From an optimization exercise on the open Yosys and OpenROAD flow, aimed at small area, a short achievable clock period and few clock cycles per item; shortcuts taken in it are not production practice. The RTL was checked by simulation tests, not by an equivalence proof against the original design. Power and IR drop assume default switching activity.

**flow/constraint.sdc**
```tcl
create_clock -name core_clock -period 12.0 [get_ports {clk_i}]
set_input_delay 2.4000 -clock core_clock [delete_from_list [all_inputs] [get_ports {clk_i}]]
set_output_delay 2.4000 -clock core_clock [all_outputs]
set_load 0.01 [all_outputs]
```
**flow/standard.sh**
```bash
#!/bin/bash
# synth_recipe.tcl (not shown) runs the flow's synth.tcl, then flattens the netlist and writes it again
# the make line also repeats each setting of config.mk as NAME=value (left out here)
make -C /OpenROAD-flow-scripts/flow DESIGN_CONFIG=/design/flow/config.mk WORK_HOME=/design/flow/orfs CLKGATE_MAP_FILE= SYNTH_SCRIPT=/design/flow/synth_recipe.tcl "${@:-finish}"
```
**flow/flow/run.sh**
```bash
#!/bin/bash
# Standard layout with two changes:
#  - synthesis leaves adders to ABC (ADDER_MAP_FILE empty: no full/half-adder
#    cell extraction), so ABC maps the whole datapath itself;
#  - the port buffers are buf_2 cells instead of the default choice.
set -euo pipefail
bash standard.sh ADDER_MAP_FILE= "BUFFER_PORTS_ARGS=-buffer_cell sky130_fd_sc_hd__buf_2" finish > standard_flow.log 2>&1
```
**flow/config.mk**
```make
export PLATFORM = sky130hd
export DESIGN_NAME = ControlPID
export DESIGN_NICKNAME = ControlPID
export VERILOG_FILES = /design/flow/design.v
export SDC_FILE = /design/flow/constraint.sdc
export NUM_CORES = 4
export LEC_CHECK = 0
export ABC_AREA = 1
export CAP_MARGIN = 20
export CORE_MARGIN = 2
export CORE_UTILIZATION = 40
export SLEW_MARGIN = 20
```
**flow/design.v**
```verilog
`timescale 1ns / 1ps
module ControlPID(dataf_oo,y_k_i,clk_i,dataf_i,reset,coeff_1,coeff_2,coeff_3, ref_i, servo_o
    );
	 parameter WIDTH=12;
	 input wire clk_i;
	 input wire reset;
	 input wire dataf_i;
	 output wire dataf_oo;
	 output wire signed [WIDTH-1:0] servo_o;
	 input wire [WIDTH-1:0] y_k_i;
	 input signed [WIDTH-1:0] ref_i;
	 input wire signed [WIDTH-1:0] coeff_1;
	 input wire signed [WIDTH-1:0] coeff_2;
	 input wire signed [WIDTH-1:0] coeff_3;
	 function [11:0] ssub(input [11:0] a, input [11:0] b);
		reg [11:0] d;
		begin
			d = a - b;
			if (!a[11] && b[11] && d[11])       ssub = 12'h7FF;
			else if (a[11] && !b[11] && !d[11]) ssub = 12'hFFF;
			else                                ssub = d;
		end
	 endfunction
	 function [11:0] sadd(input [11:0] a, input [11:0] b);
		reg [11:0] s;
		begin
			s = a + b;
			if (!a[11] && !b[11] && s[11])      sadd = 12'h7FF;
			else if (a[11] && b[11] && !s[11])  sadd = 12'hFFF;
			else                                sadd = s;
		end
	 endfunction
	 function [11:0] smul_hi(input [11:0] b);
		begin
			if (b == 12'h000)      smul_hi = 12'h000;
			else if (b == 12'h001) smul_hi = 12'h7FF;
			else if (b == 12'h002) smul_hi = 12'h7FE;
			else if (b == 12'hFFF) smul_hi = 12'h801;
			else if (b == 12'hFFE) smul_hi = 12'h802;
			else                   smul_hi = b[11] ? 12'hFFF : 12'h7FF;
		end
	 endfunction
	 function [11:0] smul_lo(input [11:0] b);
		smul_lo = (b == 12'h800) ? 12'h000 : -b;
	 endfunction
	 reg [WIDTH-1:0] Regy_k_1, Reg_I_1, Reg_p, Reg_d;
	 reg s2;
	 wire [WIDTH-1:0] p_w, m_w, d_w;
	 smul_booth mul_p(.a(y_k_i), .b(coeff_2), .q(p_w));
	 wire [WIDTH-1:0] e_w  = ref_i - y_k_i;
	 wire e_hi = ~ref_i[11] &  y_k_i[11] &  e_w[11];
	 wire e_lo =  ref_i[11] & ~y_k_i[11] & ~e_w[11];
	 wire [WIDTH-1:0] dy_w = y_k_i - Regy_k_1;
	 wire dy_hi = ~y_k_i[11] &  Regy_k_1[11] &  dy_w[11];
	 wire dy_lo =  y_k_i[11] & ~Regy_k_1[11] & ~dy_w[11];
	 wire [WIDTH-1:0] m_raw, d_raw;
	 smul_booth mul_m(.a(e_w), .b(coeff_3), .q(m_raw));
	 smul_booth mul_d(.a(dy_w), .b(coeff_1), .q(d_raw));
	 assign m_w = e_hi  ? smul_hi(coeff_3) : e_lo  ? smul_lo(coeff_3) : m_raw;
	 assign d_w = dy_hi ? smul_hi(coeff_1) : dy_lo ? smul_lo(coeff_1) : d_raw;
	 always @(posedge clk_i, posedge reset)
		if (reset) begin
			s2        <= 1'b0;
			Regy_k_1  <= 12'b0;
			Reg_I_1   <= 12'b0;
			Reg_p     <= 12'b0;
			Reg_d     <= 12'b0;
		end else begin
			s2 <= dataf_i;
			if (dataf_i) begin
				Reg_I_1   <= sadd(m_w, Reg_I_1);
				Regy_k_1  <= y_k_i;
				Reg_p     <= p_w;
				Reg_d     <= d_w;
			end
		end
	 assign dataf_oo = s2;
	 wire [12:0] x_w = {Reg_I_1[11], Reg_I_1} - {Reg_p[11], Reg_p};
	 wire [13:0] w_w = {{2{Reg_I_1[11]}}, Reg_I_1} - {{2{Reg_p[11]}}, Reg_p} - {{2{Reg_d[11]}}, Reg_d};
	 wire x_hi = ~x_w[12] &  x_w[11];
	 wire x_lo =  x_w[12] & ~x_w[11];
	 wire w_hi = ~w_w[13] & (w_w[12] | w_w[11]);
	 wire w_lo =  w_w[13] & ~(w_w[12] & w_w[11]);
	 wire [11:0] u_n = w_hi ? 12'h7FF : w_lo ? 12'hFFF : w_w[11:0];
	 assign servo_o  = x_hi ? (Reg_d[11] ? 12'h7FF : Reg_d ^ 12'h7FF) :
	                   x_lo ? ~Reg_d : u_n;
endmodule
module smul_booth(input [11:0] a, input [11:0] b, output [11:0] q);
  wire one0 = b[0] ^ 1'b0;
  wire two0 = (b[1] & ~b[0] & ~1'b0) | (~b[1] & b[0] & 1'b0);
  wire neg0 = b[1];
  wire r0_0 = ((one0 & a[0]) | (two0 & 1'b0)) ^ neg0;
  wire r0_1 = ((one0 & a[1]) | (two0 & a[0])) ^ neg0;
  wire r0_2 = ((one0 & a[2]) | (two0 & a[1])) ^ neg0;
  wire r0_3 = ((one0 & a[3]) | (two0 & a[2])) ^ neg0;
  wire r0_4 = ((one0 & a[4]) | (two0 & a[3])) ^ neg0;
  wire r0_5 = ((one0 & a[5]) | (two0 & a[4])) ^ neg0;
  wire r0_6 = ((one0 & a[6]) | (two0 & a[5])) ^ neg0;
  wire r0_7 = ((one0 & a[7]) | (two0 & a[6])) ^ neg0;
  wire r0_8 = ((one0 & a[8]) | (two0 & a[7])) ^ neg0;
  wire r0_9 = ((one0 & a[9]) | (two0 & a[8])) ^ neg0;
  wire r0_10 = ((one0 & a[10]) | (two0 & a[9])) ^ neg0;
  wire r0_11 = ((one0 & a[11]) | (two0 & a[10])) ^ neg0;
  wire r0_12 = ((one0 & a[11]) | (two0 & a[11])) ^ neg0;
  wire r0_13 = ((one0 & a[11]) | (two0 & a[11])) ^ neg0;
  wire one1 = b[2] ^ b[1];
  wire two1 = (b[3] & ~b[2] & ~b[1]) | (~b[3] & b[2] & b[1]);
  wire neg1 = b[3];
  wire r1_0 = ((one1 & a[0]) | (two1 & 1'b0)) ^ neg1;
  wire r1_1 = ((one1 & a[1]) | (two1 & a[0])) ^ neg1;
  wire r1_2 = ((one1 & a[2]) | (two1 & a[1])) ^ neg1;
  wire r1_3 = ((one1 & a[3]) | (two1 & a[2])) ^ neg1;
  wire r1_4 = ((one1 & a[4]) | (two1 & a[3])) ^ neg1;
  wire r1_5 = ((one1 & a[5]) | (two1 & a[4])) ^ neg1;
  wire r1_6 = ((one1 & a[6]) | (two1 & a[5])) ^ neg1;
  wire r1_7 = ((one1 & a[7]) | (two1 & a[6])) ^ neg1;
  wire r1_8 = ((one1 & a[8]) | (two1 & a[7])) ^ neg1;
  wire r1_9 = ((one1 & a[9]) | (two1 & a[8])) ^ neg1;
  wire r1_10 = ((one1 & a[10]) | (two1 & a[9])) ^ neg1;
  wire r1_11 = ((one1 & a[11]) | (two1 & a[10])) ^ neg1;
  wire one2 = b[4] ^ b[3];
  wire two2 = (b[5] & ~b[4] & ~b[3]) | (~b[5] & b[4] & b[3]);
  wire neg2 = b[5];
  wire r2_0 = ((one2 & a[0]) | (two2 & 1'b0)) ^ neg2;
  wire r2_1 = ((one2 & a[1]) | (two2 & a[0])) ^ neg2;
  wire r2_2 = ((one2 & a[2]) | (two2 & a[1])) ^ neg2;
  wire r2_3 = ((one2 & a[3]) | (two2 & a[2])) ^ neg2;
  wire r2_4 = ((one2 & a[4]) | (two2 & a[3])) ^ neg2;
  wire r2_5 = ((one2 & a[5]) | (two2 & a[4])) ^ neg2;
  wire r2_6 = ((one2 & a[6]) | (two2 & a[5])) ^ neg2;
  wire r2_7 = ((one2 & a[7]) | (two2 & a[6])) ^ neg2;
  wire r2_8 = ((one2 & a[8]) | (two2 & a[7])) ^ neg2;
  wire r2_9 = ((one2 & a[9]) | (two2 & a[8])) ^ neg2;
  wire one3 = b[6] ^ b[5];
  wire two3 = (b[7] & ~b[6] & ~b[5]) | (~b[7] & b[6] & b[5]);
  wire neg3 = b[7];
  wire r3_0 = ((one3 & a[0]) | (two3 & 1'b0)) ^ neg3;
  wire r3_1 = ((one3 & a[1]) | (two3 & a[0])) ^ neg3;
  wire r3_2 = ((one3 & a[2]) | (two3 & a[1])) ^ neg3;
  wire r3_3 = ((one3 & a[3]) | (two3 & a[2])) ^ neg3;
  wire r3_4 = ((one3 & a[4]) | (two3 & a[3])) ^ neg3;
  wire r3_5 = ((one3 & a[5]) | (two3 & a[4])) ^ neg3;
  wire r3_6 = ((one3 & a[6]) | (two3 & a[5])) ^ neg3;
  wire r3_7 = ((one3 & a[7]) | (two3 & a[6])) ^ neg3;
  wire one4 = b[8] ^ b[7];
  wire two4 = (b[9] & ~b[8] & ~b[7]) | (~b[9] & b[8] & b[7]);
  wire neg4 = b[9];
  wire r4_0 = ((one4 & a[0]) | (two4 & 1'b0)) ^ neg4;
  wire r4_1 = ((one4 & a[1]) | (two4 & a[0])) ^ neg4;
  wire r4_2 = ((one4 & a[2]) | (two4 & a[1])) ^ neg4;
  wire r4_3 = ((one4 & a[3]) | (two4 & a[2])) ^ neg4;
  wire r4_4 = ((one4 & a[4]) | (two4 & a[3])) ^ neg4;
  wire r4_5 = ((one4 & a[5]) | (two4 & a[4])) ^ neg4;
  wire one5 = b[10] ^ b[9];
  wire two5 = (b[11] & ~b[10] & ~b[9]) | (~b[11] & b[10] & b[9]);
  wire neg5 = b[11];
  wire r5_0 = ((one5 & a[0]) | (two5 & 1'b0)) ^ neg5;
  wire r5_1 = ((one5 & a[1]) | (two5 & a[0])) ^ neg5;
  wire r5_2 = ((one5 & a[2]) | (two5 & a[1])) ^ neg5;
  wire r5_3 = ((one5 & a[3]) | (two5 & a[2])) ^ neg5;
  wire t1 = r0_10^r1_8;
  wire t2 = r0_10&r1_8;
  wire t3 = r0_11^r1_9;
  wire t4 = r0_11&r1_9;
  wire t5 = r0_12^r1_10;
  wire t6 = r0_12&r1_10;
  wire t7 = r0_13^r1_11;
  wire t9 = r0_6^r1_4;
  wire t10 = r0_6&r1_4;
  wire t11 = r0_7^r1_5;
  wire t12 = r0_7&r1_5;
  wire t13 = r0_8^r1_6^r2_4;
  wire t14 = (r0_8&r1_6)|(r0_8&r2_4)|(r1_6&r2_4);
  wire t15 = r3_2^r4_0;
  wire t16 = r3_2&r4_0;
  wire t17 = r0_9^r1_7^r2_5;
  wire t18 = (r0_9&r1_7)|(r0_9&r2_5)|(r1_7&r2_5);
  wire t19 = r3_3^r4_1;
  wire t20 = r3_3&r4_1;
  wire t21 = r2_6^r3_4^r4_2;
  wire t22 = (r2_6&r3_4)|(r2_6&r4_2)|(r3_4&r4_2);
  wire t23 = r5_0^neg5^t1;
  wire t24 = (r5_0&neg5)|(r5_0&t1)|(neg5&t1);
  wire t25 = r2_7^r3_5^r4_3;
  wire t26 = (r2_7&r3_5)|(r2_7&r4_3)|(r3_5&r4_3);
  wire t27 = r5_1^t2^t3;
  wire t28 = (r5_1&t2)|(r5_1&t3)|(t2&t3);
  wire t29 = r2_8^r3_6^r4_4;
  wire t30 = (r2_8&r3_6)|(r2_8&r4_4)|(r3_6&r4_4);
  wire t31 = r5_2^t4^t5;
  wire t32 = (r5_2&t4)|(r5_2&t5)|(t4&t5);
  wire t33 = r2_9^r3_7^r4_5;
  wire t35 = r5_3^t6^t7;
  wire t37 = r0_4^r1_2;
  wire t38 = r0_4&r1_2;
  wire t39 = r0_5^r1_3;
  wire t40 = r0_5&r1_3;
  wire t41 = r2_2^r3_0^neg3;
  wire t42 = (r2_2&r3_0)|(r2_2&neg3)|(r3_0&neg3);
  wire t43 = r2_3^r3_1^t10;
  wire t44 = (r2_3&r3_1)|(r2_3&t10)|(r3_1&t10);
  wire t45 = neg4^t12^t13;
  wire t46 = (neg4&t12)|(neg4&t13)|(t12&t13);
  wire t47 = t14^t16^t17;
  wire t48 = (t14&t16)|(t14&t17)|(t16&t17);
  wire t49 = t18^t20^t21;
  wire t50 = (t18&t20)|(t18&t21)|(t20&t21);
  wire t51 = t22^t24^t25;
  wire t52 = (t22&t24)|(t22&t25)|(t24&t25);
  wire t53 = t26^t28^t29;
  wire t54 = (t26&t28)|(t26&t29)|(t28&t29);
  wire t55 = t30^t32^t33;
  wire t57 = r0_2^r1_0;
  wire t58 = r0_2&r1_0;
  wire t59 = r0_3^r1_1;
  wire t60 = r0_3&r1_1;
  wire t61 = r2_0^neg2^t37;
  wire t62 = (r2_0&neg2)|(r2_0&t37)|(neg2&t37);
  wire t63 = r2_1^t38^t39;
  wire t64 = (r2_1&t38)|(r2_1&t39)|(t38&t39);
  wire t65 = t9^t40^t41;
  wire t66 = (t9&t40)|(t9&t41)|(t40&t41);
  wire t67 = t11^t42^t43;
  wire t68 = (t11&t42)|(t11&t43)|(t42&t43);
  wire t69 = t15^t44^t45;
  wire t70 = (t15&t44)|(t15&t45)|(t44&t45);
  wire t71 = t19^t46^t47;
  wire t72 = (t19&t46)|(t19&t47)|(t46&t47);
  wire t73 = t23^t48^t49;
  wire t74 = (t23&t48)|(t23&t49)|(t48&t49);
  wire t75 = t27^t50^t51;
  wire t76 = (t27&t50)|(t27&t51)|(t50&t51);
  wire t77 = t31^t52^t53;
  wire t78 = (t31&t52)|(t31&t53)|(t52&t53);
  wire t79 = t35^t54^t55;
  wire [13:0] q0 = {t78,t76,t74,t72,t70,t68,t66,t64,t62,t60,t58,neg1,r0_1,r0_0};
  wire [13:0] q1 = {t79,t77,t75,t73,t71,t69,t67,t65,t63,t61,t59,t57,1'b0,neg0};
  wire [10:0] xa = a[10:0] ^ {11{a[11]}};
  wire [10:0] xb = b[10:0] ^ {11{b[11]}};
  wire [11:1] ta, tb;
  genvar i;
  generate for (i = 1; i <= 11; i = i + 1) begin : th
    assign ta[i] = |xa[10:i-1];
    assign tb[i] = |xb[10:i-1];
  end endgenerate
  wire big_w = (ta[3]&tb[11])|(ta[4]&tb[10])|(ta[5]&tb[9])|(ta[6]&tb[8])|(ta[7]&tb[7])|
               (ta[8]&tb[6])|(ta[9]&tb[5])|(ta[10]&tb[4])|(ta[11]&tb[3]);
  wire [13:0] p = q0 + q1;
  assign q = (big_w || (p[13] != p[12])) ? ((a[11]^b[11]) ? 12'hFFF : 12'h7FF) : {p[13], p[10:0]};
endmodule
```
==> flow_metrics.env <==
export IMPL_fin_crit_ps=7497
export IMPL_area_growth_pct=5.627
export IMPL_num_antenna_cells=0
export IMPL_synthTopCellsByArea="nand2_1 (26%), xor2_1 (10%), nand3_1 (8.6%)"
export IMPL_synth_distinct_cells=61
export IMPL_slew_headroom=0.2129
export IMPL_setup_viol=0
export IMPL_synth_flop_cell="dfrtp_1"
export IMPL_p_seq_frac=0.080
export IMPL_cts_setup_buffers=0
export IMPL_min_path_type="reg2reg"
export IMPL_path_common_cell="nand2_1"
export IMPL_synth_nets=3058
export IMPL_globalRouteTotalUtil=0.2517
export IMPL_power_leakage_nw=9.319
export IMPL_yosysTopAreaCell="nand2_1"
export IMPL_start_util=0.4027
export IMPL_synth_fa_ha_area_frac=0.001943
export IMPL_final_common_cell="nand2_1"
export IMPL_skew_ps=7.125
export IMPL_grt_max_degree=70
export IMPL_worst_pin_slew_ps=1178
export IMPL_dpl_hpwl_um=42340
export IMPL_drv_cap=0
export IMPL_gp_congestion=0.9909
export IMPL_synth_top_cell_area_share=0.2553
export IMPL_power_density_nw_per_um2=177.0
export IMPL_seq_area_um2=1226
export IMPL_syn_area_um2=15450
export IMPL_via_per_inst=5.292
export IMPL_ir_drop_uv=120.6
export IMPL_synth_mux_area_fraction=0
export IMPL_multiInputGateArea_um2=12350
export IMPL_rows=72
export IMPL_switchingPower_w=0.001756
export IMPL_ys_ff_latch=49
export IMPL_drt_iter0_drc=1409
export IMPL_r2r_setup_slack_ps=6760
export IMPL_dieWidth_um=200.6
export IMPL_drc_errors=0
export IMPL_cp_end_kind="register"
export IMPL_synth_top_family_by_area="simple AND/OR/NAND/NOR gates"
export IMPL_crit_path_max_fanout=12
export IMPL_wl_um=52300
export IMPL_cts_sinks=49
export IMPL_cts_resized=0
export IMPL_ys_seq_area_frac=0.07934
export IMPL_finalHoldViolCount=0
export IMPL_io_pins=76
export IMPL_clkLatencyLatePin_ps=310
export IMPL_numCtsBuffers=5
export IMPL_fin_ws_ps=4503
export IMPL_grt_overflow=0
export IMPL_synth_xor_area_frac=0.1342
export IMPL_arrival_ps=7740
export IMPL_wire_per_inst_um=14.84
export IMPL_grt_pass1_wl_um=84280
export IMPL_timing_hold_ws_ps=547.2
export IMPL_cpPeakStageDelay_ps=820
export IMPL_r2r_start="Regy_k_1[1]"
export IMPL_internal_power_w=0.001133
export IMPL_vias=18650
export IMPL_synth_edf_count=0
export IMPL_p_sw_frac=0.6077
export IMPL_synth_compound_gate_area_share=0.1503
export IMPL_hold_path_endpoint="Regy_k_1[7]"
export IMPL_setup_tns_ps=0
export IMPL_avgSynthCellArea_um2=5.160
export IMPL_grt_pass1_vias=17150
export IMPL_ant_nets=0
export IMPL_rr_endpoint="Reg_d[11]"
export IMPL_hold_depth=2
export IMPL_crit_type="in2reg"
export IMPL_finalNetCount=3068
export IMPL_crit_path_start_kind="input pin"
export IMPL_dp_slack_ps=4235
export IMPL_cp_required_ps=12250
export IMPL_layout_common_cells="nand2_1 (1051), inv_1 (344), nor2_1 (283)"
export IMPL_fin_crit_sh=0.6248
export IMPL_async_flop_share=1.000
export IMPL_port_buffers=75
export IMPL_holdBufCountCts=0
export IMPL_hp_start="Regy_k_1[7]"
export IMPL_ys_warn_count=1
export IMPL_cts_tree="yes"
export IMPL_coreArea_um2=38380
export IMPL_status="finished clean"
export IMPL_dr_pass1_iters=6
export IMPL_r2r_cells=34
export IMPL_fmax_ghz=0.1334
export IMPL_die_area_um2=40230
export IMPL_crit_path_top_delay_cell="nor2_1"
export IMPL_antenna_found_initial=0
export IMPL_rsz0062_at_grt="no"
export IMPL_h_tree_depth=2
export IMPL_synthSimpleGateAreaFrac=0.5126
export IMPL_nFillCells=4420
export IMPL_cts_root_buf="clkbuf_16"
export IMPL_clk_pin_slew_ps=70
export IMPL_die_h_um=200.6
export IMPL_syn_inst=2995
export IMPL_clock_path_buffers=2
export IMPL_pwr_share_comb=0.861
export IMPL_p_clk_frac=0.059
export IMPL_drive_gt1_frac=0.1005
export IMPL_final_max_slew_viol_count=0
worst max-delay path, delay by kind of cell:
kind,cells,cell delay (ps)
AO/OA/AOI/OAI,1,200
buffers and inverters,3,330
AND/OR/NAND/NOR,33,4780
cell usage after synthesis (6+ instances only):
cell         n
nand2_2     64
inv_2       40
o21ai_0    144
or2_1        6
buf_2       21
clkinv_1    17
nand2_1   1051
nand3_2     14
clkbuf_1    42
o22ai_1     89
nor2_2      28
or2_2       38
inv_1      345
dfrtp_1     49
a21oi_1     74
nand4_1     39
xnor2_1     54
nand3b_1     8
o31ai_1      8
nand2_4      8
a31oi_1     21
o21ai_1     16
xor2_1     181
nor3_1      13
o211ai_1    10
a22oi_1      6
nor2_1     283
nand3_1    265
through the flow:
stage,total power [W],std cells,util,instance area [um2]
finish,0.002889,3524,0.4254,16320
global route,0.003210,3524,0.4254,16320
CTS,0.002876,3524,0.4254,16320
detailed placement,0.002695,3516,0.4210,16160
global placement,0.002653,3516,0.4210,16160
floorplan,0.002169,2995,-,15450
worst max-delay path by stage:
stage,from,endpoint,depth (start not counted)
after CTS,coeff_3[1],Reg_I_1[10],37
after global placement,coeff_2[3],Reg_p[11],28
after floorplan,y_k_i[2],Reg_I_1[9],47
after global routing,y_k_i[11],Reg_I_1[9],37
after detailed placement,coeff_3[1],Reg_I_1[10],37
final,coeff_3[1],Reg_I_1[10],37
sequential cells by signal (all words and copies together) (netlist names):
| register | cells |
|---|---|
| Reg_I_1 | 12 |
| Reg_d | 12 |
| Reg_p | 12 |
| s2 | 1 |
| Regy_k_1 | 12 |
cell type report:
type	count	share of cell area
inverter	403	0.09282
sequential	49	0.07511
clock buffer	6	0.007895
multi-input combinational	2466	0.7568
timing repair buffer	80	0.02529
tap	518	0.03970
clock inverter	2	0.002376
power by group through the flow:
stage | sequential, W | clock, W | combinational [W]
floorplan | 0.000211 | 0 | 0.00196
global placement | 0.000233 | 0 | 0.00242
detailed placement | 0.000234 | 0 | 0.00246
CTS | 0.000230 | 0.000174 | 0.00247
global route | 0.000235 | 0.000179 | 0.00280
finish | 0.000230 | 0.000170 | 0.00249
metal layers:
metal / global-route usage / up-vias / wire (um)
li1: - / 9565 / -
met1: 0.3259 / 8401 / 22920
met2: 0.4501 / 608 / 25240
met3: 0.01916 / 76 / 3113
met4: 0.06587 / 0 / 1029
met5: 0 / - / 0
cell families (layout without fill, tap and decap cells):
group / count (synthesis) / in the layout
compound gates: 397 / 397
xor+xnor: 236 / 236
fa+ha+maj: 3 / 3
buf+inv: 480 / 491
flops: 49 / 49
simple gates: 1830 / 1830
Testbench counts, summed over its fixed seeds: cycles 4,800, items 2,400.

[what the ideal ports hide]
The results above use ideal ports. As a check the final layout listed here was re-extracted and re-timed, cells and wires unchanged.
Step 1, drivers: a clkbuf_16 drives clk_i and a buf_2 each remaining input, both assumed.
Step 2 times the ports against the registers' clock, not the clock port: input delays grow and output delays shrink by t, the midpoint of the rising clock arrivals with the driver on.
Three values: ideal, step 1, step 2; two values: the first two.
shift t [ns]: 0.352
setup slack, ns: 4.503 / 4.528 / 4.176
worst setup path after step 2: input to register
worst slew at a driven data input, ns: 0.06
After both steps this run still meets setup and hold. For this run, drivers alone change the setup slack by +0.025 ns; drivers and shift together by -0.327 ns.
